This is an optimization exercise on Yosys and OpenROAD, whose aim is small area, not a production implementation.
Function was checked by simulation only, so behaviour that the tests miss may differ from the original.
Power and IR drop assume default switching activity.

==> flow/design.v <==
`timescale 1ns/1ps
package alu_pkg;
    typedef enum logic [3:0] {
        ALU_ADD = 4'b0000,
        ALU_SUB = 4'b0001,
        ALU_AND = 4'b0010,  
        ALU_ORR = 4'b0011,  
        ALU_EOR = 4'b0100,  
        ALU_LSL = 4'b0101,  
        ALU_LSR = 4'b0110,  
        ALU_ASR = 4'b0111   
    } alu_op_t;
    typedef struct packed {
        logic n;   
        logic z;   
        logic c;   
        logic v;   
    } alu_flags_t;
endpackage
`timescale 1ns/1ps
module lf_xor2 (input logic a, b, output logic y);
    assign y = a ^ b;
endmodule
module lf_res (input logic t, en_t, g, en_g, p, en_p, sn, output logic y);
    assign y = (t & en_t) | (g & en_g) | (p & en_p) | ~sn;
endmodule
module alu_add32
(
    input  logic [31:0] a,
    input  logic [31:0] b,
    input  logic        cin,
    output logic [31:0] p,
    output logic [31:0] g,
    output logic [32:0] c
);
    assign p = a ^ b;
    assign g = a & b;
    logic [31:0] G [0:5];
    logic [31:0] P [0:5];
    logic [31:0] GG, PP;
    always_comb begin
        G[0] = g;
        P[0] = p;
        G[0][0] = g[0] | (p[0] & cin);
        for (int l = 1; l <= 5; l++) begin
            G[l] = G[l-1];
            P[l] = P[l-1];
            for (int i = 0; i < 32; i++) begin
                if (((i + 1) % (1 << l)) == 0) begin
                    G[l][i] = G[l-1][i] | (P[l-1][i] & G[l-1][i - (1 << (l-1))]);
                    P[l][i] = P[l-1][i] & P[l-1][i - (1 << (l-1))];
                end
            end
        end
        GG = G[5];
        PP = P[5];
        for (int l = 4; l >= 1; l--) begin
            for (int i = 0; i < 32; i++) begin
                if (((i + 1) % (1 << l)) == (1 << (l-1)) && i >= (1 << l)) begin
                    GG[i] = GG[i] | (PP[i] & GG[i - (1 << (l-1))]);
                    PP[i] = PP[i] & PP[i - (1 << (l-1))];
                end
            end
        end
        for (int i = 2; i < 32; i += 2) begin
            GG[i] = GG[i] | (PP[i] & GG[i-1]);
        end
    end
    assign c[0] = cin;
    assign c[32:1] = GG;
endmodule
module lf_sh (input logic n, xn, r, xr, l, xl, output logic y);
    assign y = ~((n & xn) | (r & xr) | (l & xl));
endmodule
module alu_shift
(
    input  logic [31:0] x,
    input  logic        fill,
    input  logic [4:0]  n,
    input  logic [4:0]  r,
    input  logic [4:0]  l_,
    output logic [33:0] yn         
);
    logic [33:0] col [0:5];
    assign col[0] = {1'b0, x, 1'b0};    
    genvar i, s;
    generate
        for (s = 0; s < 5; s++) begin : g_st
            localparam int D = 1 << s;
            localparam bit INV = (s % 2) == 1;    
            logic fs;
            assign fs = INV ? ~fill : fill;
            for (i = -1; i <= 32; i++) begin : g_col
                if (s == 0 && i == -1) begin : g_m1
                    lf_nand2 m (.a(r[0]), .b(x[0]), .y(col[1][0]));
                end else if (s == 0 && i == 32) begin : g_p32
                    lf_nand2 m (.a(l_[0]), .b(x[31]), .y(col[1][33]));
                end else if (i == -1) begin : g_m1s
                    lf_sh m (.n(n[s]), .xn(col[s][0]), .r(r[s]), .xr(col[s][D]),
                             .l(l_[s]), .xl(n[s]), .y(col[s+1][0]));
                end else if (i == 32) begin : g_p32s
                    lf_sh m (.n(n[s]), .xn(col[s][33]), .r(l_[s]), .xr(col[s][33 - D]),
                             .l(r[s]), .xl(l_[s]), .y(col[s+1][33]));
                end else begin : g_mid
                    logic xr_, xl_, ll;
                    if (i + D <= 31) begin : g_r
                        assign xr_ = col[s][i + D + 1];
                    end else begin : g_rf
                        assign xr_ = fs;
                    end
                    if (i - D >= 0) begin : g_l
                        assign xl_ = col[s][i - D + 1];
                    end else if (INV) begin : g_l1
                        assign xl_ = l_[s];
                    end else begin : g_l0
                        assign xl_ = n[s];
                    end
                    lf_sh m (.n(n[s]), .xn(col[s][i + 1]), .r(r[s]), .xr(xr_),
                             .l(l_[s]), .xl(xl_), .y(col[s+1][i + 1]));
                end
            end
        end
    endgenerate
    assign yn = col[5];
endmodule
module alu_zero32 (input logic [31:0] x, output logic z);
    assign z = ~|x;
endmodule
module Alu
(
    input  logic [3:0]          alu_opcode,
    input  logic [31:0]         data_in1,
    input  logic [31:0]         data_in2,
    output logic [31:0]         data_out,
    output alu_pkg::alu_flags_t flags_out
);
    logic op_sub, op_and, op_orr, op_eor, op_lsl, op_lsr, op_asr, arith, rsh, shift, en_g, en_p;
    assign arith  = (alu_opcode[3:1] == 3'b000);
    assign op_sub = (alu_opcode == 4'd1);
    assign op_and = (alu_opcode == 4'd2);
    assign op_orr = (alu_opcode == 4'd3);
    assign op_eor = (alu_opcode == 4'd4);
    assign op_lsl = (alu_opcode == 4'd5);
    assign op_lsr = (alu_opcode == 4'd6);
    assign op_asr = (alu_opcode == 4'd7);
    assign rsh    = op_lsr | op_asr;
    assign shift  = op_lsl | rsh;
    assign en_g   = op_and | op_orr;
    assign en_p   = op_orr | op_eor;
    genvar i;
    logic [31:0] bx, p, g, t;
    logic [32:0] c;
    generate
        for (i = 0; i < 32; i++) begin : g_bx
            lf_xor2 u_x (.a(data_in2[i]), .b(op_sub), .y(bx[i]));
        end
    endgenerate
    alu_add32 u_add (.a(data_in1), .b(bx), .cin(op_sub), .p(p), .g(g), .c(c));
    logic [4:0]  sh, sn_n, sn_r, sn_l;
    logic [33:0] shn;
    assign sh   = data_in2[4:0];
    assign sn_r = {5{rsh}} & sh;
    assign sn_l = {5{op_lsl}} & sh;
    assign sn_n = {shift, 4'b1111} & ~sh;
    alu_shift u_sh (.x(data_in1), .fill(op_asr & data_in1[31]), .n(sn_n), .r(sn_r), .l_(sn_l), .yn(shn));
    generate
        for (i = 0; i < 32; i++) begin : g_res
            lf_xor2 u_t (.a(p[i]), .b(c[i]), .y(t[i]));
            lf_res  u_r (.t(t[i]), .en_t(arith), .g(g[i]), .en_g(en_g), .p(p[i]), .en_p(en_p),
                         .sn(shn[i + 1]), .y(data_out[i]));
        end
    endgenerate
    logic z;
    alu_zero32 u_z (.x(data_out), .z(z));
    assign flags_out.n = data_out[31];
    assign flags_out.z = z;
    assign flags_out.c = (arith & c[32]) | (shift & (sh != 5'd0) & ~(op_lsl ? shn[33] : shn[0]));
    assign flags_out.v = arith & (c[32] ^ c[31]);
endmodule
`timescale 1ns/1ps
module lf_ao22 (input logic a1, a2, b1, b2, output logic y);
    assign y = (a1 & a2) | (b1 & b2);
endmodule
module lf_aoi222 (input logic a1, a2, b1, b2, c1, c2, output logic y);
    assign y = ~((a1 & a2) | (b1 & b2) | (c1 & c2));
endmodule
module lf_nand2 (input logic a, b, output logic y);
    assign y = ~(a & b);
endmodule
module lf_and3 (input logic a, b, c, output logic y);
    assign y = a & b & c;
endmodule
module lf_nand4 (input logic a, b, c, d, output logic y);
    assign y = ~(a & b & c & d);
endmodule
module lf_rd_tail (input logic a, b, c, d1, d2, e1, e2, output logic y);
    assign y = ~(a & b & c & ~((d1 & d2) | (e1 & e2)));
endmodule
module rf_rd16
(
    input  logic [15:0] s,
    input  logic [15:0] d,
    output logic        y
);
    logic t0, t1, t2, t3, t4, t5, u;
    lf_aoi222 m0 (.a1(s[0]),  .a2(d[0]),  .b1(s[1]),  .b2(d[1]),  .c1(s[2]),  .c2(d[2]),  .y(t0));
    lf_aoi222 m1 (.a1(s[3]),  .a2(d[3]),  .b1(s[4]),  .b2(d[4]),  .c1(s[5]),  .c2(d[5]),  .y(t1));
    lf_aoi222 m2 (.a1(s[6]),  .a2(d[6]),  .b1(s[7]),  .b2(d[7]),  .c1(s[8]),  .c2(d[8]),  .y(t2));
    lf_aoi222 m3 (.a1(s[9]),  .a2(d[9]),  .b1(s[10]), .b2(d[10]), .c1(s[11]), .c2(d[11]), .y(t3));
    lf_aoi222 m4 (.a1(s[12]), .a2(d[12]), .b1(s[13]), .b2(d[13]), .c1(s[14]), .c2(d[14]), .y(t4));
    lf_nand2  m5 (.a(s[15]), .b(d[15]), .y(t5));
    lf_and3   m6 (.a(t0), .b(t1), .c(t2), .y(u));
    lf_nand4  m7 (.a(u), .b(t3), .c(t4), .d(t5), .y(y));
endmodule
module rf_rd17
(
    input  logic [15:0] s,
    input  logic [15:0] d,
    input  logic        si,
    input  logic        imm,
    output logic        y
);
    logic t0, t1, t2, t3, t4, u;
    lf_aoi222  m0 (.a1(s[0]),  .a2(d[0]),  .b1(s[1]),  .b2(d[1]),  .c1(s[2]),  .c2(d[2]),  .y(t0));
    lf_aoi222  m1 (.a1(s[3]),  .a2(d[3]),  .b1(s[4]),  .b2(d[4]),  .c1(s[5]),  .c2(d[5]),  .y(t1));
    lf_aoi222  m2 (.a1(s[6]),  .a2(d[6]),  .b1(s[7]),  .b2(d[7]),  .c1(s[8]),  .c2(d[8]),  .y(t2));
    lf_aoi222  m3 (.a1(s[9]),  .a2(d[9]),  .b1(s[10]), .b2(d[10]), .c1(s[11]), .c2(d[11]), .y(t3));
    lf_aoi222  m4 (.a1(s[12]), .a2(d[12]), .b1(s[13]), .b2(d[13]), .c1(s[14]), .c2(d[14]), .y(t4));
    lf_and3    m6 (.a(t0), .b(t1), .c(t2), .y(u));
    lf_rd_tail m7 (.a(u), .b(t3), .c(t4), .d1(s[15]), .d2(d[15]), .e1(si), .e2(imm), .y(y));
endmodule
`timescale 1ns/1ps
module xPSR
(
    input  logic [3:0]  nzcv,
    input  logic [1:0]  read_addr,
    output logic [3:0]  read_nzcv
);
    assign read_nzcv = nzcv & {4{read_addr == 2'd0}};
endmodule
`timescale 1ns/1ps
module exec_core
(
    input  logic        clk,
    input  logic        rst_n,
    input  logic [3:0]  rs1,
    input  logic [3:0]  rs2,
    input  logic [3:0]  rd,
    input  logic [3:0]  alu_op,
    input  logic        use_imm,
    input  logic [31:0] imm,
    input  logic        reg_we,
    input  logic        flags_we,
    input  logic [1:0]  psr_addr,
    output logic [31:0] result,
    output logic [31:0] psr_rdata
);
    logic [15:0][31:0] regs;        
    logic [15:0][31:0] regs_d;
    logic [15:0]       sel1, sel2, we, keep;
    logic [31:0]       rdata1, op2, alu_out;
    logic [3:0]        apsr_nzcv, apsr_d;
    alu_pkg::alu_flags_t alu_flags;
    genvar i, j;
    generate
        for (i = 0; i < 16; i++) begin : g_dec
            assign sel1[i] = (rs1 == i);
            assign sel2[i] = !use_imm && (rs2 == i);
            assign we[i]   = reg_we && (rd == i);
            if (i < 12) begin : g_rst
                assign keep[i] = !we[i] && rst_n;
            end else begin : g_norst
                assign keep[i] = !we[i];
            end
        end
        for (i = 0; i < 16; i++) begin : g_wr
            for (j = 0; j < 32; j++) begin : g_bit
                lf_ao22 u_w (.a1(we[i]), .a2(alu_out[j]), .b1(keep[i]), .b2(regs[i][j]), .y(regs_d[i][j]));
            end
        end
        for (j = 0; j < 32; j++) begin : g_rd
            logic [15:0] col;
            for (i = 0; i < 16; i++) begin : g_col
                assign col[i] = regs[i][j];
            end
            rf_rd16 u_r1 (.s(sel1), .d(col), .y(rdata1[j]));
            rf_rd17 u_r2 (.s(sel2), .d(col), .si(use_imm), .imm(imm[j]), .y(op2[j]));
        end
        for (i = 0; i < 4; i++) begin : g_psr
            lf_ao22 u_f (.a1(flags_we), .a2(alu_flags[i]), .b1(!flags_we), .b2(apsr_nzcv[i]), .y(apsr_d[i]));
        end
    endgenerate
    always_ff @(posedge clk) begin : reg_write
        regs      <= regs_d;
        apsr_nzcv <= apsr_d;
    end
    Alu u_alu (
        .alu_opcode (alu_op),
        .data_in1   (rdata1),
        .data_in2   (op2),
        .data_out   (alu_out),
        .flags_out  (alu_flags)
    );
    xPSR u_psr (
        .nzcv      (apsr_nzcv),
        .read_addr (psr_addr),
        .read_nzcv (psr_rdata[31:28])
    );
    assign psr_rdata[27:0] = 28'b0;
    always_ff @(posedge clk) begin : result_reg
        if (!rst_n) result <= 32'b0;
        else        result <= alu_out;
    end
endmodule
==> flow/flow/run.sh <==
#!/bin/bash
# Layout flow: the standard ORFS flow (standard.sh) with two changes:
#  - the input and output ports are buffered with sky130_fd_sc_hd__buf_1
#    instead of the default port buffer cell;
#  - after global routing, repair_timing -recover_power downsizes cells on
#    paths that have slack to spare.
# standard.sh's full output goes to standard.log in the work folder; ORFS's
# per-step logs stay under orfs/logs/.
set -euo pipefail
export BUFFER_PORTS_ARGS="-buffer_cell sky130_fd_sc_hd__buf_1"
export RECOVER_POWER=100
bash standard.sh > standard.log 2>&1
==> flow/standard.sh <==
#!/bin/bash
# synth_recipe.tcl (not shown) runs the flow's synth.tcl, then flattens the netlist and writes it again
# the make line also repeats each setting of config.mk as NAME=value (left out here)
make -C /OpenROAD-flow-scripts/flow DESIGN_CONFIG=/design/flow/config.mk WORK_HOME=/design/flow/orfs CLKGATE_MAP_FILE= SYNTH_SCRIPT=/design/flow/synth_recipe.tcl "${@:-finish}"
==> flow/config.mk <==
export PLATFORM = sky130hd
export DESIGN_NAME = exec_core
export DESIGN_NICKNAME = exec_core
export VERILOG_FILES = /design/flow/design.v
export SDC_FILE = /design/flow/constraint.sdc
export NUM_CORES = 4
export LEC_CHECK = 0
export CAP_MARGIN = 0
export CORE_MARGIN = 2
export CORE_UTILIZATION = 40
export CTS_BUF_LIST = sky130_fd_sc_hd__clkbuf_16
export CTS_CLUSTER_DIAMETER = 100
export CTS_CLUSTER_SIZE = 30
export PLACE_DENSITY = 0.6
export SLEW_MARGIN = 0
export SYNTH_HIERARCHICAL = 1
export SYNTH_MINIMUM_KEEP_SIZE = 0
==> flow/constraint.sdc <==
create_clock -name core_clock -period 7.0 [get_ports {clk}]
set_input_delay 1.4000 -clock core_clock [delete_from_list [all_inputs] [get_ports {clk}]]
set_output_delay 1.4000 -clock core_clock [all_outputs]
set_load 0.01 [all_outputs]
==> metrics.md, run 1 <==
| Metric | Value |
|---|---|
| # fillers | `roughly 5700` |
| Nets | `2582` |
| Cts hold-fix bufs | `0` |
| Number of synthesized register bits | `548` |
| Remaining global-route overflow | `0` |
| Overall power | `a little under 6000 uW` |
| RSZ-0062 raised after global routing | `no` |
| Worst R2R Setup Slack | `1.39 ns` |
| Cell Rows | `91` |
| Worst rel slew slack | `12.5%` |
| Sw power | `1700 uW` |
| Total number of vias | `25658` |
| Prevailing post-synth register cell | `dfxtp_1` |
| H-tree levels | `1` |
| CP Launch Point | `rs1[0]` |
| Pint | `4140 uW` |
| Number of global-route vias before repair | `24044` |
| Ratio of final minimum period to clock period | `96.7%` |
| TritonCTS clock tree | `yes` |
| CP endpoint kind | `flip-flop` |
| Share of layout cells above drive strength 1 | `9.21%` |
| Core footprint | `0.0615 mm^2` |
| HP Class | `flip-flop to flip-flop` |
| Die height | `253 um` |
| Status | `no timing/DRC/antenna violations` |
| Critical path class | `input port to flip-flop` |
| Final instance count without filler cells | `3289` |
| Sw Share | `29.1%` |
| Largest net degree at the start of global routing | `52` |
| Yosys warns | `13` |
| Detail Placement HPWL | `about 70 mm` |
| CP Launch Type | `input port` |
| Initial antenna violation count | `2` |
| Routability cong. | `0.964` |
| Post-synthesis sequential area ratio | `44.2%` |
| Reg2Reg Depth | `15` |
| Vias per cell | `7.80` |
| Overall Global Routing Usage | `between 30% and 40%` |
| Worst R2R End | `apsr_nzcv[2]$_DFF_P_` |
| Fin crit period | `6.77 ns` |
| Residual DRC | `0` |
| Die area | `0.0641 mm^2` |
| Syn Area/Cell | `11.1 um^2` |
| Placed instance count | `3252` |
| Avg WL per Cell | `32.3 um` |
| Detailed route wirelength on metal3 | `around 14 mm` |
| LEAKAGE | `0.0102 uW` |
| Power Density | `208 mW/mm^2` |
| Worst setup slack after layout | `0.233 ns` |
| Final hold vios | `0` |
| CTS sink cnt | `548` |
| IO Count | `119` |
| Post-synth EDFFs | `0` |
| Worst slew pin tran | `1.31 ns` |
| Root buf cell | `clkbuf_16` |
| CP arrival | `approximately 7.3 ns` |
| Chip width | `253 um` |
| Critical path peak fanout | `23` |
| Share of synthesized registers carrying an async set or reset | `0%` |
| Initial Util | `40.4%` |
| Max-slew violations | `0` |
| First-pass GRT wire length | `156 mm` |
| Antenna-violating nets left | `0` |
| Max Freq | `0.148 GHz` |
| WL met2 | `45.7 mm` |
| Most frequent cells in the layout | `548 x dfxtp_1, 516 x a22o_1, 488 x a222oi_1` |
| First drt pass iteration count | `19` |
| Comb power frac | `14.3%` |
| Clock edge transition at the registers on the reported setup and hold paths | `0.11 ns` |
| Flop pwr share | `57.3%` |
| Commonest non-fill, non-tap cell in the layout | `dfxtp_1` |
| CTS Buffer Depth | `3` |
| Pre-CTS setup slack | `-0.228 ns` |
| Clock network power share | `28.4%` |
| CP required | `7.53 ns` |
| Unique masters post-synth | `46` |
| Mapped Cells | `about 2200` |
| Num CTS Buffers | `23` |
| WL final | `about 110 mm` |
| Clock Latency Late Sink | `0.60 ns` |
| Final setup violation count | `0` |
| Area delta synth->final | `13.1%` |
| MaxCap Viol Count | `0` |
| Worst VDD drop | `167 uV` |
| Metal-1 WL | `between 40 and 50 mm` |
| DR iter-0 viols | `5477` |
| Max reg flops | `roughly 510` |
| Clk_skew | `approximately 0.019 ns` |
| Setup crit end | `apsr_nzcv[2]$_DFF_P_` |
| Post-Syn Area | `0.0248 mm^2` |
| Launch point of the worst reg-to-reg path | `regs[192]$_DFF_P_` |
| IO buf count | `90` |
| DR top layer | `met4` |
synthesized netlist by cell type (5+ instances only):
| cell type | count | share of area [%] |
|---|---|---|
| o21a_1 | 11 | 0.33 |
| a21o_1 | 23 | 0.70 |
| and3_1 | 67 | 1.7 |
| nor3b_1 | 5 | 0.15 |
| a22oi_1 | 64 | 1.9 |
| a21oi_1 | 14 | 0.28 |
| clkbuf_1 | 10 | 0.15 |
| a22o_1 | 516 | 18 |
| nor4_1 | 13 | 0.33 |
| dfxtp_1 | 548 | 44 |
| xor2_1 | 65 | 2.3 |
| nor3_1 | 16 | 0.32 |
| o21ai_0 | 6 | 0.12 |
| nand2_1 | 85 | 1.3 |
| ha_1 | 32 | 1.6 |
| nand3_1 | 34 | 0.69 |
| and2_1 | 47 | 1.2 |
| nand2b_1 | 15 | 0.38 |
| nor2_1 | 29 | 0.44 |
| inv_1 | 10 | 0.15 |
| nand3b_1 | 5 | 0.15 |
| buf_4 | 31 | 0.94 |
| nand4_1 | 68 | 1.7 |
| a222oi_1 | 488 | 20 |
final cells by class:
| cell class | instances | area, um^2 | area share, % |
|---|---|---|---|
| multi-input combinational | 1661 | 14000 | 49.8 |
| sequential | 548 | 11000 | 39.1 |
| timing repair buffer | 251 | 1480 | 5.25 |
| tap | 790 | 988 | 3.52 |
| clock buffer | 23 | 576 | 2.05 |
| clock inverter | 5 | 65.1 | 0.232 |
| inverter | 10 | 37.5 | 0.134 |
| antenna | 1 | 2.50 | 0.00891 |
worst min-delay path by stage:
stage	startpoint	endpoint	slack [ns]	cells after the start
CTS	apsr_nzcv[0]$_DFF_P_	apsr_nzcv[0]$_DFF_P_	0.48	1
global placement	apsr_nzcv[1]$_DFF_P_	apsr_nzcv[1]$_DFF_P_	0.46	1
finish	apsr_nzcv[0]$_DFF_P_	apsr_nzcv[0]$_DFF_P_	0.48	1
detailed placement	apsr_nzcv[0]$_DFF_P_	apsr_nzcv[0]$_DFF_P_	0.46	1
global route	apsr_nzcv[0]$_DFF_P_	apsr_nzcv[0]$_DFF_P_	0.49	1
floorplan	apsr_nzcv[0]$_DFF_P_	apsr_nzcv[0]$_DFF_P_	0.43	1
modules after synthesis (local to each module, per instance), a selection:
module      flip-flops and latches  copies in the design  cells
lf_rd_tail                       0                    32      2
xPSR                             0                     1      4
lf_nand4                         0                    32      1
lf_and3                          0                    64      1
alu_zero32                       0                     1     11
Alu                              0                     1     36
kinds of logic after synthesis:
| logic type | Yosys count | synth area share (%) |
|---|---|---|
| DFF | 548 | 44.2 |
| adders and majority gates | 32 | 1.61 |
| AOI/OAI and AO/OA | 1135 | 41.7 |
| and+or+nand+nor | 401 | 8.91 |
| other | 1 | 0.0151 |
| xor gates and xnor gates | 65 | 2.29 |
| buffers and inverters | 54 | 1.30 |
power by group through the flow:
stage	logic, uW	registers (uW)	clock network, uW
finish	835	3350	1660
global placement	803	3410	0
CTS	819	3340	1660
global route	876	3360	1760
floorplan	498	3390	0
detailed placement	815	3410	0
repair_timing:
| action | in CTS | in global routing |
|---|---|---|
| resized for setup | 0 | 1 |
| buffers inserted | 0 | 8 |
| endpoints found under the hold margin | 0 | 0 |
| setup endpoints to repair | 0 | 1 |
worst max-delay path, stage by stage:
cell,delay (ns)
clkbuf_1,0.29
nand2b_1,0.35
nor2_2,0.19
buf_4,0.28
a222oi_1,0.37
and3_1,0.30
nand4_1,0.38
a222oi_1,0.67
a222oi_1,0.30
a222oi_1,0.46
a222oi_1,0.32
a222oi_1,0.78
nand3_1,0.25
nor4_2,0.33
nand4_1,0.19
nor2_1,0.21
a22o_1,0.16
per-layer routing:
metal,vias to the layer above,global-route usage (%)
li1,10753,-
met1,12695,43.0
met5,-,0
met2,1941,47.6
met4,0,12.8
met3,269,7.91
stage by stage:
stage	area, um^2	util (%)	setup TNS, ns	hold slack (ns)
2_1_floorplan	25100	-	0	0.431
3_3_place_gp	27500	44.8	-0.192	0.456
3_5_place_dp	27500	44.8	-0.228	0.456
4_1_cts	28200	45.8	0	0.483
5_1_grt	28100	45.7	0	0.490
6_report	28100	45.7	0	0.482
==> run 2: changes to the inputs <==
--- a/flow/design.v
+++ b/flow/design.v
@@ -189,2 +189,8 @@
 endmodule
+module lf_nor2 (input logic a, b, output logic y);
+    assign y = ~(a | b);
+endmodule
+module lf_inv (input logic a, output logic y);
+    assign y = ~a;
+endmodule
 module lf_and3 (input logic a, b, c, output logic y);
@@ -260,2 +266,4 @@
     logic [15:0]       sel1, sel2, we, keep;
+    logic [3:0]        lo1_n, hi1_n, lo2_n, hi2_n, low_n, hiw_n;
+    logic              rst;
     logic [31:0]       rdata1, op2, alu_out;
@@ -263,12 +271,21 @@
     alu_pkg::alu_flags_t alu_flags;
+    assign rst = !rst_n;
     genvar i, j;
     generate
+        for (i = 0; i < 4; i++) begin : g_pre
+            assign lo1_n[i] = (rs1[1:0] != i);
+            assign hi1_n[i] = (rs1[3:2] != i);
+            assign lo2_n[i] = (rs2[1:0] != i);
+            assign hi2_n[i] = use_imm || (rs2[3:2] != i);
+            assign low_n[i] = (rd[1:0] != i);
+            assign hiw_n[i] = !reg_we || (rd[3:2] != i);
+        end
         for (i = 0; i < 16; i++) begin : g_dec
-            assign sel1[i] = (rs1 == i);
-            assign sel2[i] = !use_imm && (rs2 == i);
-            assign we[i]   = reg_we && (rd == i);
+            lf_nor2 u_s1 (.a(lo1_n[i % 4]), .b(hi1_n[i / 4]), .y(sel1[i]));
+            lf_nor2 u_s2 (.a(lo2_n[i % 4]), .b(hi2_n[i / 4]), .y(sel2[i]));
+            lf_nor2 u_we (.a(low_n[i % 4]), .b(hiw_n[i / 4]), .y(we[i]));
             if (i < 12) begin : g_rst
-                assign keep[i] = !we[i] && rst_n;
+                lf_nor2 u_k (.a(we[i]), .b(rst), .y(keep[i]));
             end else begin : g_norst
-                assign keep[i] = !we[i];
+                lf_inv  u_k (.a(we[i]), .y(keep[i]));
             end
--- a/flow/flow/run.sh
+++ b/flow/flow/run.sh
@@ -1,5 +1,7 @@
 #!/bin/bash
-# Layout flow: the standard ORFS flow (standard.sh) with two changes:
+# Layout flow: the standard ORFS flow (standard.sh) with these changes:
 #  - the input and output ports are buffered with sky130_fd_sc_hd__buf_1
 #    instead of the default port buffer cell;
+#  - the synthesised netlist is not resized before placement (its
+#    synthesis buffers are removed instead, REMOVE_ABC_BUFFERS);
 #  - after global routing, repair_timing -recover_power downsizes cells on
@@ -11,2 +13,3 @@
 export RECOVER_POWER=100
+export REMOVE_ABC_BUFFERS=1
 bash standard.sh > standard.log 2>&1
--- a/flow/config.mk
+++ b/flow/config.mk
@@ -12,3 +12,3 @@
 export CTS_CLUSTER_DIAMETER = 100
-export CTS_CLUSTER_SIZE = 30
+export CTS_CLUSTER_SIZE = 24
 export PLACE_DENSITY = 0.6
==> run 2 against run 1 <==
  * Final cell count up 0.52%
  * Worst setup slack got worse by 0.079 ns
  * First-iteration DRC count up 8.1%
  * Global-route usage is 2.2 points higher
  * Register-to-register slack gained 0.22 ns
  * Non-clock buffer count up 10
  * Sequential share of layout area about the same
  * Flip-flop and latch count stayed put
  * Via count grew 1.6%
  * Critical path type unchanged
  * Highest routed layer is now met5
==> metrics.md, run 2 <==
| Metric | Value |
|---|---|
| Cell Rows | `91 (unchanged)` |
| Post-synthesis sequential area ratio | `44.4% (+0.21 points)` |
| Residual DRC | `0 (unchanged)` |
| Avg WL per Cell | `34.2 um (+5.9%)` |
| Share of layout cells above drive strength 1 | `10.1% (+0.94 points)` |
| Max stage delay cell, worst path | `nor2_2` |
| CP Launch Type | `input port` |
| LEAKAGE | `0.0102 uW (about the same)` |
| DR iter-0 viols | `5923 (+8.1%)` |
| Number of global-route vias before repair | `24601 (+2.3%)` |
| Max reg flops | `512 (unchanged)` |
| Post-synth top area share | `44.4% (+0.21 points)` |
| Area delta synth->final | `13.8%` |
| Yosys warns | `13 (unchanged)` |
| DR top layer | `met5` |
| Cell with the most instances after synthesis | `dfxtp_1` |
| Max-slew violations | `0 (unchanged)` |
| Unique masters post-synth | `44 (-4.3%)` |
| CTS sink cnt | `548 (unchanged)` |
| Crit path cell chain | `buf_1 > nand2b_1 > nor2_2 > buf_4 > a222oi_1 > and3_1 > nand4_1 > a222oi_1 > clkbuf_1 > a222oi_1 > a222oi_1 > a222oi_1 > a222oi_1 > nand3_1 > clkbuf_1 > nor4_1 > nand4_1 > nor2_1 > a22o_1` |
| MaxCap Viol Count | `0 (unchanged)` |
| Worst VDD drop | `191 uV (+15%)` |
| Most common cell on crit path | `a222oi_1` |
| Worst setup slack after layout | `0.154 ns (-0.0789 ns)` |
| Top cells by count, synth | `548 x dfxtp_1, 516 x a22o_1, 488 x a222oi_1` |
| Antenna-violating nets left | `0 (unchanged)` |
| Initial Util | `40.3% (-0.12 points)` |
| CP required | `7.50 ns (-0.03 ns)` |
| Fin Setup TNS | `0 ns (unchanged)` |
| Number of synthesized register bits | `548 (unchanged)` |
| Syn Area/Cell | `11.1 um^2 (-0.21%)` |
| Most frequent cells in the layout | `548 x dfxtp_1, 516 x a22o_1, 488 x a222oi_1` |
| Routability cong. | `0.963 (-0.10%)` |
| Pre-CTS setup slack | `-0.425 ns (-0.197 ns)` |
| Worst slew pin tran | `1.35 ns (+0.0431 ns)` |
| Clock edge transition at the registers on the reported setup and hold paths | `0.09 ns (-0.02 ns)` |
| HP Class | `flip-flop to flip-flop` |
| Clk_skew | `0.0204 ns (+0.00151 ns)` |
| Largest net degree at the start of global routing | `52 (unchanged)` |
| Remaining global-route overflow | `0 (unchanged)` |
| Status | `no timing/DRC/antenna violations` |
| Fin crit period | `6.85 ns (+0.0789 ns)` |
| Root buf cell | `clkbuf_16` |
| Vias per cell | `7.88 (+1.0%)` |
| First drt pass iteration count | `14 (-5)` |
| Detailed route wirelength on metal3 | `14.9 mm (+5.7%)` |
| Power Density | `212 mW/mm^2 (+2.0%)` |
| Nets | `2600 (+0.70%)` |
| Commonest non-fill, non-tap cell in the layout | `dfxtp_1` |
| Core footprint | `0.0614 mm^2 (-0.19%)` |
| H-tree levels | `1 (unchanged)` |
| Critical path peak fanout | `21 (-8.7%)` |
| Worst rel slew slack | `9.67% (-2.9 points)` |
| Mapped Cells | `2230 (-0.27%)` |
| Final setup violation count | `0 (unchanged)` |
| Metal-1 WL | `43.2 mm (+2.4%)` |
| Detail Placement HPWL | `73.0 mm (+5.2%)` |
| Clock Latency Late Sink | `0.61 ns (about the same)` |
| Final hold vios | `0 (unchanged)` |
| Post-Syn Area | `0.0247 mm^2 (-0.47%)` |
| Chip width | `253 um (-0.23%)` |
| Prevailing post-synth register cell | `dfxtp_1` |
| Overall Global Routing Usage | `33.7% (+2.2 points)` |
| CP endpoint kind | `flip-flop` |
| Die height | `253 um (-0.23%)` |
| First-pass GRT wire length | `164 mm (+5.2%)` |
| RSZ-0062 raised after global routing | `no` |
| Ratio of final minimum period to clock period | `97.8% (+1.1 points)` |
| Ranking of synthesized cells by area | `dfxtp_1 44%, a222oi_1 20%, a22o_1 18%` |
| WL met2 | `49.1 mm (+7.4%)` |
| Area leader, netlist | `dfxtp_1` |
| Die area | `0.0638 mm^2 (-0.47%)` |
| TritonCTS clock tree | `yes` |
| Num CTS Buffers | `27 (+17%)` |
| IO Count | `119 (unchanged)` |
| Cts hold-fix bufs | `0 (unchanged)` |
| Worst path max stage delay | `1.06 ns (+0.28 ns)` |
| Post-synth EDFFs | `0 (unchanged)` |
| WL final | `113 mm (+6.4%)` |
| CP arrival | `7.35 ns (+0.05 ns)` |
| Total number of vias | `26057 (+1.6%)` |
| Max Freq | `0.146 GHz (-1.2%)` |
| Critical path class | `input port to flip-flop` |
| CTS Buffer Depth | `3 (unchanged)` |
| Share of synthesized registers carrying an async set or reset | `0% (unchanged)` |
| IO buf count | `90 (unchanged)` |
| Initial antenna violation count | `6 (+4)` |
==> run 2: changes by cell type after synthesis, sizes merged, moves of 2 or more <==
cell	before	now
nor2	29	63
nor3	17	3
o21a	11	2
clkbuf	10	2
inv	10	15
nor4	14	9
nor4b	3	0
o31a	3	0
buf	34	32
or3b	1	3
==> run 2: cells by family after synthesis <==
| group | Yosys count | synth area share (%) |
|---|---|---|
| DFF | 548 | 44.4 |
| AOI/OAI and AO/OA | 1123 | 41.5 |
| other | 1 | 0.0152 |
| xor gates and xnor gates | 65 | 2.30 |
| buffers and inverters | 49 | 1.23 |
| adders and majority gates | 32 | 1.62 |
| and+or+nand+nor | 412 | 8.93 |
==> run 2: per-module statistics from Yosys (local to each module, per instance), excerpt <==
module      cells inside  flops+latches  copies in the design  area [um^2]
lf_inv                 1              0                     4         3.75
xPSR                   4              0                     1         30.0
alu_zero32            11              0                     1         72.6
lf_aoi222              1              0                   320         10.0
lf_sh                  1              0                   168         10.0
Alu                   36              0                     1          226
alu_add32            118              0                     1          926
lf_xor2                1              0                    64         8.76
lf_rd_tail             2              0                    32         13.8
lf_nand2               1              0                    34         3.75
lf_nor2                1              0                    60         3.75
lf_res                 3              0                    32         16.3
alu_shift              1              0                     1         3.75
==> run 2: worst paths after layout <==
| check | startpoint | end | slack, ns | cells after the start |
|---|---|---|---|---|
| worst max-delay path | rs1[3] | apsr_nzcv[2]$_DFF_P_ | 0.15 | 19 |
| worst min register to register | apsr_nzcv[1]$_DFF_P_ | apsr_nzcv[1]$_DFF_P_ | 0.48 | 1 |
| worst min-delay path | apsr_nzcv[1]$_DFF_P_ | apsr_nzcv[1]$_DFF_P_ | 0.48 | 1 |
| worst max register to register | regs[96]$_DFF_P_ | apsr_nzcv[2]$_DFF_P_ | 1.61 | 17 |
==> run 2: power by group <==
part | internal (uW) | switching [uW] | leakage (uW) | total (uW)
Combinational | 275 | 576 | 0.00540 | 851
Clock | 702 | 1060 | 0.000351 | 1770
Sequential | 3250 | 102 | 0.00443 | 3350
==> run 2: timing repair <==
action,4_1_cts,5_1_grt
resized for setup,0,10
setup endpoints to repair,0,1
buffers inserted,0,2
==> run 2: routing by layer <==
layer	vias up	global-route usage (%)
li1	10735	-
met1	12801	43.9
met2	2118	52.2
met3	397	9.40
met4	6	14.6
met5	-	0
==> run 2: area by class of cell <==
class / instances / area, um^2
fillers: 5755 / 33300
multi-input cells: 1660 / 13800
flip-flops and latches: 548 / 11000
repair buffers: 261 / 1550
well taps: 790 / 988
clock buffers: 27 / 676
inverters: 15 / 56.3
clock inverters: 3 / 41.3
diodes: 2 / 5.00
==> run 2: stage by stage <==
| stage | instance area (um^2) | power, uW | cells | util [%] | hold slack [ns] |
|---|---|---|---|---|---|
| finish | 28100 | 5960 | 3306 | 45.8 | 0.485 |
| global placement | 27500 | 4230 | 3272 | 44.8 | 0.473 |
| global route | 28100 | 6130 | 3304 | 45.8 | 0.520 |
| CTS | 28200 | 5950 | 3302 | 46.0 | 0.487 |
| floorplan | 24600 | 3860 | 2223 | - | 0.431 |
| detailed placement | 27500 | 4240 | 3272 | 44.8 | 0.462 |
==> run 2: critical path, delay by kind of cell <==
kind,cells,cell delay (ns)
AO/OA/AOI/OAI,7,2.28
buffers and inverters,4,1.33
AND/OR/NAND/NOR,8,2.31
==> run 3: changes to the inputs <==
--- a/flow/flow/run.sh
+++ b/flow/flow/run.sh
@@ -7,3 +7,4 @@
 #  - after global routing, repair_timing -recover_power downsizes cells on
-#    paths that have slack to spare.
+#    paths that have slack to spare, and setup timing is then repaired to a
+#    0.1 ns margin (flow/grt_hook.tcl).
 # standard.sh's full output goes to standard.log in the work folder; ORFS's
@@ -14,2 +15,3 @@
 export REMOVE_ABC_BUFFERS=1
+export PRE_GLOBAL_ROUTE_TCL="$PWD/flow/grt_hook.tcl"
 bash standard.sh > standard.log 2>&1
==> flow/flow/grt_hook.tcl (new file) <==
proc ::recover_power_helper { } {
  puts "Power recovery, then setup repair to a 0.1 ns margin"
  report_tns
  report_wns
  log_cmd repair_timing -verbose -recover_power 100
  report_tns
  report_wns
  log_cmd repair_timing -verbose -setup -setup_margin 0.1
  report_tns
  report_wns
}
--- a/flow/config.mk
+++ b/flow/config.mk
@@ -12,3 +12,4 @@
 export CTS_CLUSTER_DIAMETER = 100
-export CTS_CLUSTER_SIZE = 24
+export CTS_CLUSTER_SIZE = 30
+export GPL_TIMING_DRIVEN = 0
 export PLACE_DENSITY = 0.6
==> run 3 against run 2 <==
  * The flow now stops in global routing
  * Area after synthesis did not move
  * Synthesized cell count is the same
==> metrics.md, run 3 <==
| Metric | Value |
|---|---|
| Cell Rows | `91 (unchanged)` |
| Yosys warns | `13 (unchanged)` |
| Largest net degree at the start of global routing | `44` |
| Die height | `253 um (unchanged)` |
| Post-synth top area share | `44.4% (unchanged)` |
| Area leader, netlist | `dfxtp_1` |
| Cell with the most instances after synthesis | `dfxtp_1` |
| IO Count | `119 (unchanged)` |
| Ranking of synthesized cells by area | `dfxtp_1 44%, a222oi_1 20%, a22o_1 18%` |
| H-tree levels | `1 (unchanged)` |
| Prevailing post-synth register cell | `dfxtp_1` |
| Initial antenna violation count | `3` |
| CTS sink cnt | `548 (unchanged)` |
| Syn Area/Cell | `11.1 um^2 (unchanged)` |
| Initial Util | `40.3% (unchanged)` |
| Status | `did not finish` |
| Number of synthesized register bits | `548 (unchanged)` |
| Err | `[ERROR DPL-0033] detailed placement checks failed during check placement.` |
| Post-synthesis sequential area ratio | `44.4% (unchanged)` |
| Mapped Cells | `2230 (unchanged)` |
| GRT worst endpoint | `apsr_nzcv[2]$_DFF_P_/D` |
| Unique masters post-synth | `44 (unchanged)` |
| Area after DPL | `0.0279 mm^2 (+1.4%)` |
| Root buf cell | `clkbuf_16` |
| Routability cong. | `0.937 (-2.7%)` |
| Detail Placement HPWL | `72.9 mm (-0.19%)` |
| Top cells by count, synth | `548 x dfxtp_1, 516 x a22o_1, 488 x a222oi_1` |
| Chip width | `253 um (unchanged)` |
| Num CTS Buffers | `24 (-11%)` |
| Failed at | `global routing` |
| Share of synthesized registers carrying an async set or reset | `0% (unchanged)` |
| Worst EP kind | `sequential cell input` |
| IO buf count | `90 (unchanged)` |
| Post-Syn Area | `0.0247 mm^2 (unchanged)` |
| CTS Buffer Depth | `3 (unchanged)` |
| Post-synth EDFFs | `0 (unchanged)` |
==> run 3: cell counts after synthesis <==
Identical to the previous run, type by type.
==> run 3: modules after synthesis, one instance, submodules excluded, a selection <==
| module | flip-flops and latches | cells inside | area (um^2) |
|---|---|---|---|
| Alu | 0 | 36 | 226 |
| alu_add32 | 0 | 118 | 926 |
| exec_core | 548 | 638 | 11600 |
| lf_ao22 | 0 | 1 | 8.76 |
| lf_aoi222 | 0 | 1 | 10.0 |
| lf_nand2 | 0 | 1 | 3.75 |
| lf_nor2 | 0 | 1 | 3.75 |
| lf_res | 0 | 3 | 16.3 |
| lf_sh | 0 | 1 | 10.0 |
| lf_xor2 | 0 | 1 | 8.76 |
| xPSR | 0 | 4 | 30.0 |
==> run 3: how the worst max path moves through the flow <==
stage | cells past startpoint | endpoint | slack, ns
floorplan | 19 | apsr_nzcv[2]$_DFF_P_ | -0.31
global placement | 13 | apsr_nzcv[2]$_DFF_P_ | -5.34
detailed placement | 19 | apsr_nzcv[2]$_DFF_P_ | -2.59
CTS | 21 | apsr_nzcv[2]$_DFF_P_ | 0.008
==> run 3: per-stage QoR <==
step | setup WS (ns) | cells
2_1_floorplan | -0.306 | 2223
3_3_place_gp | -5.34 | 3103
3_5_place_dp | -2.59 | 3173
4_1_cts | 0.00803 | 3253
==> run 3: repair_timing <==
item                                    in CTS
gates resized for setup                     76
buffers inserted                            46
endpoints found under the setup margin     547
pin swaps                                   63
hold buffers                                 0
gates cloned                                 1
==> run 3: power groups by stage <==
stage	clock (uW)	sequential [uW]	combinational, uW
after CTS	1820	3340	876
after detailed placement	0	3410	830
after global placement	0	3400	731
after floorplan	0	3390	470
==> run 3: cells by family after synthesis <==
kind of cell	count (synthesis)	share of synthesized area [%]
simple gates	412	8.93
xor+xnor	65	2.30
flops	548	44.4
other cells	1	0.0152
fa+ha+maj	32	1.62
compound gates	1123	41.5
buf+inv	49	1.23
==> run 4: changes to the inputs <==
--- a/flow/config.mk
+++ b/flow/config.mk
@@ -13,3 +13,2 @@
 export CTS_CLUSTER_SIZE = 30
-export GPL_TIMING_DRIVEN = 0
 export PLACE_DENSITY = 0.6
==> run 4 against run 3 <==
  * The run now finishes clean
  * Area after synthesis is the same
  * Synthesized cell count is the same
==> metrics.md, run 4 <==
| Metric | Value |
|---|---|
| Pint | `4200 uW` |
| MaxCap Viol Count | `0` |
| First-pass GRT wire length | `163 mm` |
| Nets | `2602` |
| Share of synthesized registers carrying an async set or reset | `0% (unchanged)` |
| Area delta synth->final | `14.1%` |
| Top cells by count, synth | `548 x dfxtp_1, 516 x a22o_1, 488 x a222oi_1` |
| Critical path peak fanout | `31` |
| Syn Area/Cell | `11.1 um^2 (unchanged)` |
| LEAKAGE | `0.0102 uW` |
| M1 GR Usage | `44.3%` |
| Post-Syn Area | `0.0247 mm^2 (unchanged)` |
| Comb power frac | `between 10% and 20%` |
| Footprint of the multi-input gates | `0.0138 mm^2` |
| Pre-CTS setup slack | `-0.425 ns (+2.16 ns)` |
| Total number of vias | `25846` |
| DR iter-0 viols | `~5900` |
| CTS Buffer Depth | `3 (unchanged)` |
| Max-slew violations | `0` |
| Most frequent cells in the layout | `548 x dfxtp_1, 516 x a22o_1, 488 x a222oi_1` |
| Max Freq | `between 0.1 and 0.15 GHz` |
| Final hold vios | `0` |
| Initial Util | `40.3% (unchanged)` |
| Clk_skew | `0.0305 ns` |
| Mapped Cells | `2230 (unchanged)` |
| Core footprint | `0.0614 mm^2` |
| Remaining global-route overflow | `0` |
| Cts hold-fix bufs | `0 (unchanged)` |
| Prevailing post-synth register cell | `dfxtp_1` |
| Chip width | `253 um (unchanged)` |
| Antenna-violating nets left | `0` |
| Number of synthesized register bits | `548 (unchanged)` |
| Ratio of final minimum period to clock period | `95.4%` |
| Unique masters post-synth | `44 (unchanged)` |
| Max reg flops | `512` |
| Critical path class | `input port to flip-flop` |
| CTS sink cnt | `548 (unchanged)` |
| Worst setup slack after layout | `0.320 ns` |
| CP endpoint kind | `flip-flop` |
| Reg area | `0.0110 mm^2` |
| H-tree levels | `1 (unchanged)` |
| CP Launch Type | `input port` |
| Grt peak-use layer | `met2` |
| Root buf cell | `clkbuf_16` |
| Hold WS | `0.484 ns` |
| Post-synth EDFFs | `0 (unchanged)` |
| Flop pwr share | `between 50 and 60%` |
| Routability cong. | `0.963 (+2.8%)` |
| Fin crit period | `about 6.7 ns` |
| Post-synthesis sequential area ratio | `44.4% (unchanged)` |
| Status | `no timing/DRC/antenna violations` |
| CP arrival | `7.23 ns` |
| TritonCTS clock tree | `yes` |
| Vias per cell | `7.80` |
| Ranking of synthesized cells by area | `dfxtp_1 44%, a222oi_1 20%, a22o_1 18%` |
| Clock network power share | `29.6%` |
| Met3 GRT Util | `8.36%` |
| RSZ-0062 raised after global routing | `no` |
| Yosys warns | `13 (unchanged)` |
| HP Class | `flip-flop to flip-flop` |
| Sw Share | `29.6%` |
| Clock Latency Late Sink | `0.62 ns` |
| Power Density | `212 mW/mm^2` |
| Residual DRC | `0` |
| Area leader, netlist | `dfxtp_1` |
| CP required | `between 7 and 8 ns` |
| Worst slew pin tran | `1.38 ns` |
| Cell with the most instances after synthesis | `dfxtp_1` |
| Overall Global Routing Usage | `33.6%` |
| Final setup violation count | `0` |
| Detail Placement HPWL | `73.0 mm (+0.19%)` |
| IO Count | `119 (unchanged)` |
| Die height | `253 um (unchanged)` |
| Commonest non-fill, non-tap cell in the layout | `dfxtp_1` |
| Overall power | `5970 uW` |
| IO buf count | `90 (unchanged)` |
| Worst rel slew slack | `7.80%` |
| Largest net degree at the start of global routing | `52` |
| Sw power | `between 1500 and 2000 uW` |
| Post-synth top area share | `44.4% (unchanged)` |
| WL final | `between 100 and 150 mm` |
| Die area | `0.0638 mm^2` |
| Initial antenna violation count | `5` |
| # fillers | `5740` |
| Worst VDD drop | `158 uV` |
| Num CTS Buffers | `24 (unchanged)` |
| Share of layout cells above drive strength 1 | `10.5%` |
| Cell Rows | `91 (unchanged)` |
| GR met2 Demand/Resource | `52.1%` |
| Number of global-route vias before repair | `24516` |
| Clock edge transition at the registers on the reported setup and hold paths | `0.09 ns` |
| Final core utilization | `approximately 46%` |
| Avg WL per Cell | `34.0 um` |
| Fin Setup TNS | `0 ns` |
| First drt pass iteration count | `17` |
-- run 4: modules after synthesis (local to each module, per instance), excerpt --
module	cell area (um^2)	cells	copies in the design
lf_ao22	8.76	1	516
lf_res	16.3	3	32
lf_inv	3.75	1	4
lf_xor2	8.76	1	64
xPSR	30.0	4	1
alu_zero32	72.6	11	1
lf_sh	10.0	1	168
lf_nand2	3.75	1	34
exec_core	11600	638	1
lf_rd_tail	13.8	2	32
lf_nor2	3.75	1	60
lf_nand4	6.26	1	32
-- run 4: repair_timing --
action,CTS,global route
gates resized for setup,0,13
endpoints found under the setup margin,0,1
setup buffers,0,7
-- run 4: logic make-up after synthesis --
family                   share of synthesized area, %
AND/OR/NAND/NOR                                  8.93
other                                          0.0152
adder cells (fa/ha/maj)                          1.62
XOR/XNOR                                         2.30
buffers and inverters                            1.23
flip-flops                                       44.4
AO/OA/AOI/OAI                                    41.5
-- run 4: through the flow --
step | area, um^2 | instances
after floorplan | 24600 | 2223
after global placement | 27500 | 3272
after detailed placement | 27500 | 3272
after CTS | 28200 | 3304
after global routing | 28200 | 3313
final | 28200 | 3313
-- run 4: final timing paths --
path	start	slack [ns]	depth (start not counted)	to
max	rs2[1]	0.32	24	apsr_nzcv[2]$_DFF_P_
min	apsr_nzcv[1]$_DFF_P_	0.48	1	apsr_nzcv[1]$_DFF_P_
max reg2reg	regs[96]$_DFF_P_	1.52	20	apsr_nzcv[2]$_DFF_P_
min reg2reg	apsr_nzcv[1]$_DFF_P_	0.48	1	apsr_nzcv[1]$_DFF_P_
-- run 4: area by class of cell --
type	instances	share of cell area, %
Clock buffer	25	2.22
Sequential cell	548	38.9
Tap cell	790	3.51
Timing Repair Buffer	266	5.65
Antenna cell	2	0.0178
Multi-Input combinational cell	1660	49.1
Clock inverter	7	0.386
Inverter	15	0.200
-- run 4: critical path, stage by stage --
cell and delay, ns:
buf_1 0.36, nand2b_1 0.30, buf_4 0.18, nor2_2 0.05
buf_4 0.29, a222oi_1 0.49, nand4_1 0.22, xor2_1 0.20
ha_1 0.35, and4_1 0.18, and2_1 0.16, a211o_1 0.39
a2111o_1 0.45, a311o_1 0.40, a31o_1 0.27, nand2_1 0.10
nand2b_1 0.10, xor2_1 0.17, nand2_1 0.07, nand3_1 0.11
nor4_1 0.39, nand4_1 0.18, nor2_1 0.20, a22o_1 0.17
-- run 4: power by group through the flow --
stage | clock network (uW) | registers [uW] | logic (uW)
finish | 1770 | 3350 | 851
global route | 1880 | 3360 | 889
CTS | 1780 | 3340 | 832
detailed placement | 0 | 3410 | 830
global placement | 0 | 3410 | 824
floorplan | 0 | 3390 | 470
-- run 4: routing by layer --
metal | vias up | wire length, um
met1 | 12742 | 43900
met2 | 2001 | 49500
met4 | 4 | 5250
met3 | 349 | 14000
li1 | 10750 | -
met5 | - | 26
==> run 5: changes to the inputs <==
--- a/flow/config.mk
+++ b/flow/config.mk
@@ -10,5 +10,5 @@
 export CORE_UTILIZATION = 40
-export CTS_BUF_LIST = sky130_fd_sc_hd__clkbuf_16
-export CTS_CLUSTER_DIAMETER = 100
-export CTS_CLUSTER_SIZE = 30
+export CTS_BUF_LIST = sky130_fd_sc_hd__clkbuf_8
+export CTS_CLUSTER_DIAMETER = 60
+export CTS_CLUSTER_SIZE = 16
 export PLACE_DENSITY = 0.6
==> run 5 against run 4 <==
  * Area after synthesis stayed put
  * Critical path depth decreased by 2
  * Combinational power up 2%
  * Maximum frequency shrank 1.7%
  * Critical endpoint unchanged
==> metrics.md, run 5 <==
| Metric | Value |
|---|---|
| CP Launch Type | `input port` |
| Root buf cell | `clkbuf_8` |
| Total number of vias | `26236 (+1.5%)` |
| Nets | `2618 (+0.61%)` |
| HP Class | `flip-flop to flip-flop` |
| WL final | `114 mm (+0.86%)` |
| Yosys warns | `13 (unchanged)` |
| H-tree levels | `2 (+1)` |
| CTS Buffer Depth | `3 (unchanged)` |
| Die height | `253 um (unchanged)` |
| Prevailing post-synth register cell | `dfxtp_1` |
| Status | `no timing/DRC/antenna violations` |
| Mapped Cells | `2230 (unchanged)` |
| Remaining global-route overflow | `0 (unchanged)` |
| Critical path peak fanout | `21 (-32%)` |
| Placed instance count | `3272 (unchanged)` |
| Number of synthesized register bits | `548 (unchanged)` |
| Final instance count without filler cells | `3350 (+1.1%)` |
| Most frequent cells in the layout | `548 x dfxtp_1, 516 x a22o_1, 488 x a222oi_1` |
| Core footprint | `0.0614 mm^2 (unchanged)` |
| Die area | `0.0638 mm^2 (unchanged)` |
| Ranking of synthesized cells by area | `dfxtp_1 44%, a222oi_1 20%, a22o_1 18%` |
| Critical path class | `input port to flip-flop` |
| LEAKAGE | `0.0104 uW (+1.8%)` |
| CP required | `7.62 ns (+0.07 ns)` |
| Post-Syn Area | `0.0247 mm^2 (unchanged)` |
| Area delta synth->final | `15.1%` |
| Clk_skew | `0.0541 ns (+0.0236 ns)` |
| Worst VDD drop | `118 uV (-25%)` |
| Cell Rows | `91 (unchanged)` |
| DR iter-0 viols | `6141 (+4.8%)` |
| Clock Latency Late Sink | `0.70 ns (+0.08 ns)` |
| Area leader, netlist | `dfxtp_1` |
| Unique masters post-synth | `44 (unchanged)` |
| First drt pass iteration count | `15 (-2)` |
| Number of global-route vias before repair | `24750 (+0.95%)` |
| Vias per cell | `7.83 (+0.39%)` |
| Share of layout cells above drive strength 1 | `12.3% (+1.8 points)` |
| Final hold vios | `0 (unchanged)` |
| Max reg flops | `512 (unchanged)` |
| First-pass GRT wire length | `164 mm (+0.51%)` |
| Initial Util | `40.3% (unchanged)` |
| Cts hold-fix bufs | `0 (unchanged)` |
| Routability cong. | `0.963 (unchanged)` |
| IO Count | `119 (unchanged)` |
| CP endpoint kind | `flip-flop` |
| IO buf count | `90 (unchanged)` |
| Post-synthesis sequential area ratio | `44.4% (unchanged)` |
| Fin crit period | `6.79 ns (+0.114 ns)` |
| Syn Area/Cell | `11.1 um^2 (unchanged)` |
| Worst setup slack after layout | `0.207 ns (-0.114 ns)` |
| RSZ-0062 raised after global routing | `no` |
| Ratio of final minimum period to clock period | `97.0% (+1.6 points)` |
| Antenna-violating nets left | `0 (unchanged)` |
| Post-synth EDFFs | `0 (unchanged)` |
| CP arrival | `7.41 ns (+0.18 ns)` |
| Detail Placement HPWL | `73.0 mm (unchanged)` |
| Final setup violation count | `0 (unchanged)` |
| Initial antenna violation count | `7 (+2)` |
| Power Density | `217 mW/mm^2 (+2.5%)` |
| Clock edge transition at the registers on the reported setup and hold paths | `0.08 ns (about the same)` |
| Pre-CTS setup slack | `-0.425 ns (unchanged)` |
| Chip width | `253 um (unchanged)` |
| Post-synth top area share | `44.4% (unchanged)` |
| Max-slew violations | `0 (unchanged)` |
| Residual DRC | `0 (unchanged)` |
| Cell with the most instances after synthesis | `dfxtp_1` |
| Share of synthesized registers carrying an async set or reset | `0% (unchanged)` |
| Max Freq | `0.147 GHz (-1.7%)` |
| Largest net degree at the start of global routing | `52 (unchanged)` |
| Top cells by count, synth | `548 x dfxtp_1, 516 x a22o_1, 488 x a222oi_1` |
| Overall power | `6170 uW (+3.4%)` |
| Num CTS Buffers | `46 (+92%)` |
| Avg WL per Cell | `33.9 um (-0.25%)` |
| CTS sink cnt | `548 (unchanged)` |
| TritonCTS clock tree | `yes` |
| Commonest non-fill, non-tap cell in the layout | `dfxtp_1` |
| Worst slew pin tran | `1.38 ns (-0.00362 ns)` |
| MaxCap Viol Count | `0 (unchanged)` |
| Worst rel slew slack | `8.04% (+0.24 points)` |
| Overall Global Routing Usage | `33.9% (+0.29 points)` |
run 5: cell types whose count changed in the layout (fill, tap and decap cells not counted), moves of 4 or more:
cell,delta
and2_0,-5
and2_1,+5
buf_4,+34
clkbuf_1,-21
clkbuf_16,-25
clkbuf_2,-21
clkbuf_8,+49
clkinv_2,+7
diode_2,+4
run 5: layer usage:
metal  share of wire, %  track usage (%)  wire [um]
met1                 39             44.4      44300
met3                 13             9.19      14400
met2                 43             51.9      49200
met5              0.092            0.849        104
met4                5.0             15.5       5640
run 5: report_power, final:
group | switching (uW) | total (uW) | internal [uW]
Combinational | 577 | 866 | 289
Sequential | 102 | 3350 | 3250
Clock | 1180 | 1960 | 779
run 5: final timing paths:
kind	from	endpoint	slack, ns	depth (start not counted)
min	apsr_nzcv[1]$_DFF_P_	apsr_nzcv[1]$_DFF_P_	0.48	1
min reg2reg	apsr_nzcv[1]$_DFF_P_	apsr_nzcv[1]$_DFF_P_	0.48	1
max	rs1[3]	apsr_nzcv[2]$_DFF_P_	0.21	22
max reg2reg	regs[96]$_DFF_P_	apsr_nzcv[2]$_DFF_P_	1.65	20
run 5: worst max-delay path, cell delays in order:
cell and delay (ns):
buf_1 0.10, nand2b_1 0.27, nor2_2 1.06, buf_4 0.43, a222oi_1 0.13, and3_1 0.22
nand4_1 0.27, ha_1 0.33, and2_1 0.17, a211o_1 0.39, a2111o_1 0.45, a311o_1 0.39
a31o_1 0.28, nand2_1 0.10, nand2b_1 0.10, xor2_1 0.17, nand2_1 0.07, nand3_1 0.11
nor4_1 0.39, nand4_1 0.17, nor2_1 0.19, a22o_1 0.17
run 5: logic make-up after synthesis:
| kind of cell | after synthesis | share of synthesized area [%] |
|---|---|---|
| AOI/OAI and AO/OA | 1123 | 41.5 |
| adders and majority gates | 32 | 1.62 |
| DFF | 548 | 44.4 |
| buffers and inverters | 49 | 1.23 |
| and+or+nand+nor | 412 | 8.93 |
| other | 1 | 0.0152 |
| xor gates and xnor gates | 65 | 2.30 |
run 5: per-module statistics from Yosys (local to each module, per instance), excerpt:
module	times used	flip-flops and latches
lf_nand2	34	0
lf_sh	168	0
lf_and3	64	0
lf_aoi222	320	0
lf_nand4	32	0
xPSR	1	0
lf_rd_tail	32	0
Alu	1	0
lf_ao22	516	0
lf_xor2	64	0
alu_zero32	1	0
lf_inv	4	0
run 5: cell type report:
class                   instances  area, um^2
fillers                      5726       32900
multi-input cells            1660       13800
clock buffers                  49         674
flip-flops and latches        548       11000
repair buffers                260        1690
clock inverters                22         231
well taps                     790         988
diodes                          6        15.0
inverters                      15        56.3
run 5: per-stage QoR:
| step | setup TNS (ns) | hold WS (ns) | cell area, um^2 | util (%) |
|---|---|---|---|---|
| after floorplan | -1.35 | 0.431 | 24600 | - |
| after global placement | -1.24 | 0.473 | 27500 | 44.8 |
| after detailed placement | -3.59 | 0.462 | 27500 | 44.8 |
| after CTS | 0 | 0.483 | 28400 | 46.3 |
| after global routing | 0 | 0.522 | 28400 | 46.3 |
| final | 0 | 0.481 | 28500 | 46.4 |
run 5: what timing repair did:
item                       CTS  global route
buffers inserted             0             1
setup endpoints to repair    0             1
gates resized for setup      0             9
==> run 6: changes to the inputs <==
--- a/flow/design.v
+++ b/flow/design.v
@@ -74,2 +74,5 @@
 endmodule
+module lf_sh2 (input logic n, xn, r, xr, output logic y);
+    assign y = ~((n & xn) | (r & xr));
+endmodule
 module alu_shift
@@ -98,9 +101,9 @@
                 end else if (i == -1) begin : g_m1s
-                    lf_sh m (.n(n[s]), .xn(col[s][0]), .r(r[s]), .xr(col[s][D]),
-                             .l(l_[s]), .xl(n[s]), .y(col[s+1][0]));
+                    lf_sh2 m (.n(n[s]), .xn(col[s][0]), .r(r[s]), .xr(col[s][D]),
+                              .y(col[s+1][0]));
                 end else if (i == 32) begin : g_p32s
-                    lf_sh m (.n(n[s]), .xn(col[s][33]), .r(l_[s]), .xr(col[s][33 - D]),
-                             .l(r[s]), .xl(l_[s]), .y(col[s+1][33]));
+                    lf_sh2 m (.n(n[s]), .xn(col[s][33]), .r(l_[s]), .xr(col[s][33 - D]),
+                              .y(col[s+1][33]));
                 end else begin : g_mid
-                    logic xr_, xl_, ll;
+                    logic xr_;
                     if (i + D <= 31) begin : g_r
@@ -111,10 +114,11 @@
                     if (i - D >= 0) begin : g_l
-                        assign xl_ = col[s][i - D + 1];
+                        lf_sh m (.n(n[s]), .xn(col[s][i + 1]), .r(r[s]), .xr(xr_),
+                                 .l(l_[s]), .xl(col[s][i - D + 1]), .y(col[s+1][i + 1]));
                     end else if (INV) begin : g_l1
-                        assign xl_ = l_[s];
+                        lf_sh m (.n(n[s]), .xn(col[s][i + 1]), .r(r[s]), .xr(xr_),
+                                 .l(l_[s]), .xl(l_[s]), .y(col[s+1][i + 1]));
                     end else begin : g_l0
-                        assign xl_ = n[s];
+                        lf_sh2 m (.n(n[s]), .xn(col[s][i + 1]), .r(r[s]), .xr(xr_),
+                                  .y(col[s+1][i + 1]));
                     end
-                    lf_sh m (.n(n[s]), .xn(col[s][i + 1]), .r(r[s]), .xr(xr_),
-                             .l(l_[s]), .xl(xl_), .y(col[s+1][i + 1]));
                 end
--- a/flow/config.mk
+++ b/flow/config.mk
@@ -10,5 +10,5 @@
 export CORE_UTILIZATION = 40
-export CTS_BUF_LIST = sky130_fd_sc_hd__clkbuf_8
-export CTS_CLUSTER_DIAMETER = 60
-export CTS_CLUSTER_SIZE = 16
+export CTS_BUF_LIST = sky130_fd_sc_hd__clkbuf_16
+export CTS_CLUSTER_DIAMETER = 100
+export CTS_CLUSTER_SIZE = 30
 export PLACE_DENSITY = 0.6
==> run 6 against run 5 <==
  * Utilization shrank 0.26 points
  * Maximum frequency rose by 0.44%
  * Synthesized cell count is the same
  * Highest routed layer unchanged
==> metrics.md, run 6 <==
| Metric | Value |
|---|---|
| Critical path peak fanout | `32 (+52%)` |
| Max reg flops | `512 (unchanged)` |
| Number of global-route vias before repair | `23618 (-4.6%)` |
| Final hold vios | `0 (unchanged)` |
| Post-synth top area share | `44.3% (-0.13 points)` |
| Launch point of the worst reg-to-reg path | `regs[1]$_DFF_P_` |
| Footprint of the multi-input gates | `0.0138 mm^2 (-0.14%)` |
| Clk_skew | `0.0295 ns (-0.0246 ns)` |
| Area delta synth->final | `14.4%` |
| Worst VDD drop | `191 uV (+62%)` |
| Ratio of final minimum period to clock period | `96.6% (-0.42 points)` |
| Total number of vias | `25637 (-2.3%)` |
| Post-Syn Area | `0.0248 mm^2 (+0.29%)` |
| Worst R2R Setup Slack | `1.60 ns (-0.05 ns)` |
| Post-synthesis sequential area ratio | `44.3% (-0.13 points)` |
| Num CTS Buffers | `23 (-50%)` |
| Sw power | `1690 uW (-8.8%)` |
| Setup Buffers After CTS | `0 (unchanged)` |
| CP Launch Type | `input port` |
| CP endpoint kind | `flip-flop` |
| Largest net degree at the start of global routing | `36 (-31%)` |
| Unique masters post-synth | `45 (+2.3%)` |
| Clock edge transition at the registers on the reported setup and hold paths | `0.11 ns (+0.03 ns)` |
| Worst R2R End | `regs[133]$_DFF_P_` |
| Core footprint | `0.0615 mm^2 (+0.19%)` |
| CTS Buffer Depth | `3 (unchanged)` |
| Worst rel slew slack | `17.0% (+9.0 points)` |
| Yosys warns | `13 (unchanged)` |
| Reg area | `0.0110 mm^2 (unchanged)` |
| Vias per cell | `7.68 (-1.9%)` |
| Root buf cell | `clkbuf_16` |
| Reg2Reg Depth | `15 (-25%)` |
| Routability cong. | `1.00 (+4.0%)` |
| Initial Util | `40.3% (+0.043 points)` |
| Final instance count without filler cells | `3336 (-0.42%)` |
| Residual DRC | `0 (unchanged)` |
| Worst slew pin tran | `1.25 ns (-0.134 ns)` |
| First-pass GRT wire length | `156 mm (-4.8%)` |
| Overall power | `5920 uW (-4.2%)` |
| CP arrival | `7.31 ns (-0.10 ns)` |
| WL final | `106 mm (-6.4%)` |
| Hold path depth | `1 (unchanged)` |
| Number of synthesized register bits | `548 (unchanged)` |
| MaxCap Viol Count | `0 (unchanged)` |
| HP Class | `flip-flop to flip-flop` |
| Sw Share | `28.6% (-1.5 points)` |
| Max-slew violations | `0 (unchanged)` |
| Comb power frac | `14.1% (about the same)` |
| DR iter-0 viols | `5854 (-4.7%)` |
| Area leader, netlist | `dfxtp_1` |
| Critical path class | `input port to flip-flop` |
| RSZ-0062 raised after global routing | `no` |
| IO Count | `119 (unchanged)` |
| Power Density | `209 mW/mm^2 (-3.8%)` |
| Most frequent cells in the layout | `548 x dfxtp_1, 516 x a22o_1, 459 x a222oi_1` |
| Pre-CTS setup slack | `0.188 ns (+0.614 ns)` |
| Fin Setup TNS | `0 ns (unchanged)` |
| Avg WL per Cell | `31.9 um (-6.0%)` |
| Placed instance count | `3301 (+0.89%)` |
| H-tree levels | `1 (-1)` |
| Share of layout cells above drive strength 1 | `11.0% (-1.2 points)` |
| Pint | `4220 uW (-2.1%)` |
| Clock network power share | `29.3% (-2.4 points)` |
| Share of synthesized registers carrying an async set or reset | `0% (unchanged)` |
| LEAKAGE | `0.0103 uW (-1.6%)` |
| Clock Latency Late Sink | `0.61 ns (-0.09 ns)` |
| Status | `no timing/DRC/antenna violations` |
| Mapped Cells | `2230 (unchanged)` |
| Final setup violation count | `0 (unchanged)` |
| TritonCTS clock tree | `yes` |
| Top cells by count, synth | `548 x dfxtp_1, 516 x a22o_1, 459 x a222oi_1` |
| Detail Placement HPWL | `72.0 mm (-1.4%)` |
| Cell with the most instances after synthesis | `dfxtp_1` |
| Post-cts resize count | `0 (unchanged)` |
| Ranking of synthesized cells by area | `dfxtp_1 44%, a222oi_1 19%, a22o_1 18%` |
| Die height | `253 um (+0.14%)` |
| IO buf count | `90 (unchanged)` |
| Hold endpoint | `apsr_nzcv[1]$_DFF_P_` |
| CP required | `7.55 ns (-0.07 ns)` |
| CTS sink cnt | `548 (unchanged)` |
| Antenna-violating nets left | `0 (unchanged)` |
| Worst setup slack after layout | `0.236 ns (+0.0296 ns)` |
| First drt pass iteration count | `14 (-1)` |
| Post-synth EDFFs | `0 (unchanged)` |
| Nets | `2623 (+0.19%)` |
| Prevailing post-synth register cell | `dfxtp_1` |
| Die area | `0.0640 mm^2 (+0.29%)` |
| Overall Global Routing Usage | `31.7% (-2.3 points)` |
| Remaining global-route overflow | `0 (unchanged)` |
| Hold path start | `apsr_nzcv[1]$_DFF_P_` |
| Fin crit period | `6.76 ns (-0.0296 ns)` |
| Initial antenna violation count | `2 (-5)` |
| Max Freq | `0.148 GHz (+0.44%)` |
| Flop pwr share | `56.6% (+2.3 points)` |
| Chip width | `253 um (+0.14%)` |
| Cell Rows | `91 (unchanged)` |
| Syn Area/Cell | `11.1 um^2 (+0.29%)` |
| # fillers | `5769 (+0.75%)` |
| Commonest non-fill, non-tap cell in the layout | `dfxtp_1` |
| Cts hold-fix bufs | `0 (unchanged)` |
[run 6: changes by cell type after synthesis]
cell	delta
a222oi_1	-29
a22oi_2	+29
[run 6: worst max-delay path by stage]
stage / startpoint / endpoint / slack [ns] / depth (start not counted)
3_3_place_gp: use_imm / apsr_nzcv[2]$_DFF_P_ / 0.13 / 20
5_1_grt: use_imm / regs[510]$_DFF_P_ / 0.19 / 20
2_1_floorplan: alu_op[1] / apsr_nzcv[2]$_DFF_P_ / -0.31 / 19
6_report: use_imm / regs[152]$_DFF_P_ / 0.24 / 19
3_5_place_dp: rs1[1] / apsr_nzcv[2]$_DFF_P_ / 0.19 / 22
4_1_cts: rs1[1] / apsr_nzcv[2]$_DFF_P_ / 0.79 / 22
[run 6: final cells by class]
| cell class | count | area share (%) |
|---|---|---|
| Antenna cell | 2 | 0.0177 |
| Timing Repair Buffer | 288 | 6.38 |
| Clock inverter | 10 | 0.455 |
| Clock buffer | 23 | 2.03 |
| Sequential cell | 548 | 38.7 |
| Inverter | 15 | 0.199 |
| Multi-Input combinational cell | 1660 | 48.7 |
| Tap cell | 790 | 3.49 |
[run 6: per-stage QoR]
step / instance area [um^2] / hold WS [ns] / utilization (%)
2_1_floorplan: 24600 / 0.431 / -
4_1_cts: 28600 / 0.478 / 46.4
5_1_grt: 28300 / 0.512 / 46.1
6_report: 28300 / 0.474 / 46.1
3_5_place_dp: 27900 / 0.446 / 45.3
3_3_place_gp: 27900 / 0.447 / 45.3
[run 6: logic make-up (layout without fill, tap and decap cells)]
logic type	count (synthesis)	in the layout	synth area share [%]
XOR/XNOR	65	65	2.30
buffers and inverters	49	336	1.23
AO/OA/AOI/OAI	1123	1123	41.7
flip-flops	548	548	44.3
AND/OR/NAND/NOR	412	412	8.91
other	1	30	0.0151
adder cells (fa/ha/maj)	32	32	1.62
[run 6: Yosys stat by module, one instance, submodules excluded, excerpt]
module / cells inside / area [um^2]
alu_add32: 118 / 926
exec_core: 638 / 11600
lf_and3: 1 / 6.26
lf_ao22: 1 / 8.76
lf_inv: 1 / 3.75
lf_nand2: 1 / 3.75
lf_nand4: 1 / 6.26
lf_nor2: 1 / 3.75
lf_sh: 1 / 10.0
lf_sh2: 1 / 12.5
lf_xor2: 1 / 8.76
xPSR: 4 / 30.0
[run 6: power groups by stage]
| stage | Combinational [uW] | Clock [uW] | Sequential (uW) |
|---|---|---|---|
| after floorplan | 474 | 0 | 3390 |
| after global placement | 822 | 0 | 3400 |
| after detailed placement | 828 | 0 | 3410 |
| after CTS | 832 | 1750 | 3340 |
| after global routing | 880 | 1840 | 3360 |
| final | 836 | 1730 | 3350 |
[run 6: routing by layer]
metal	track usage, %	up-vias	routed length [um]
met5	0	-	8
met4	11.6	2	4420
met2	47.4	1956	45100
met1	44.3	12701	43500
li1	-	10736	-
met3	7.16	242	13300
[run 6: worst max-delay path: stages]
cell,delay (ns)
clkbuf_1,0.22
or3b_1,0.53
nor2_2,0.44
a222oi_1,0.19
and3_1,0.28
nand4_1,0.15
buf_4,0.15
and2_0,0.19
buf_12,0.20
a222oi_1,0.11
clkbuf_1,0.18
a222oi_1,0.74
a222oi_1,0.21
clkbuf_1,0.20
a222oi_1,0.49
a222oi_1,0.29
nand3_1,0.23
clkbuf_1,0.79
a22o_1,0.27

Re-timed with assumed drivers on the ports (clkbuf_16 on the clock, buf_2 on other inputs), run 6 has 0.270 ns of setup slack against 0.236 ns with ideal ports, and -0.387 ns once port delays also move by the mid clock arrival of 0.657 ns.
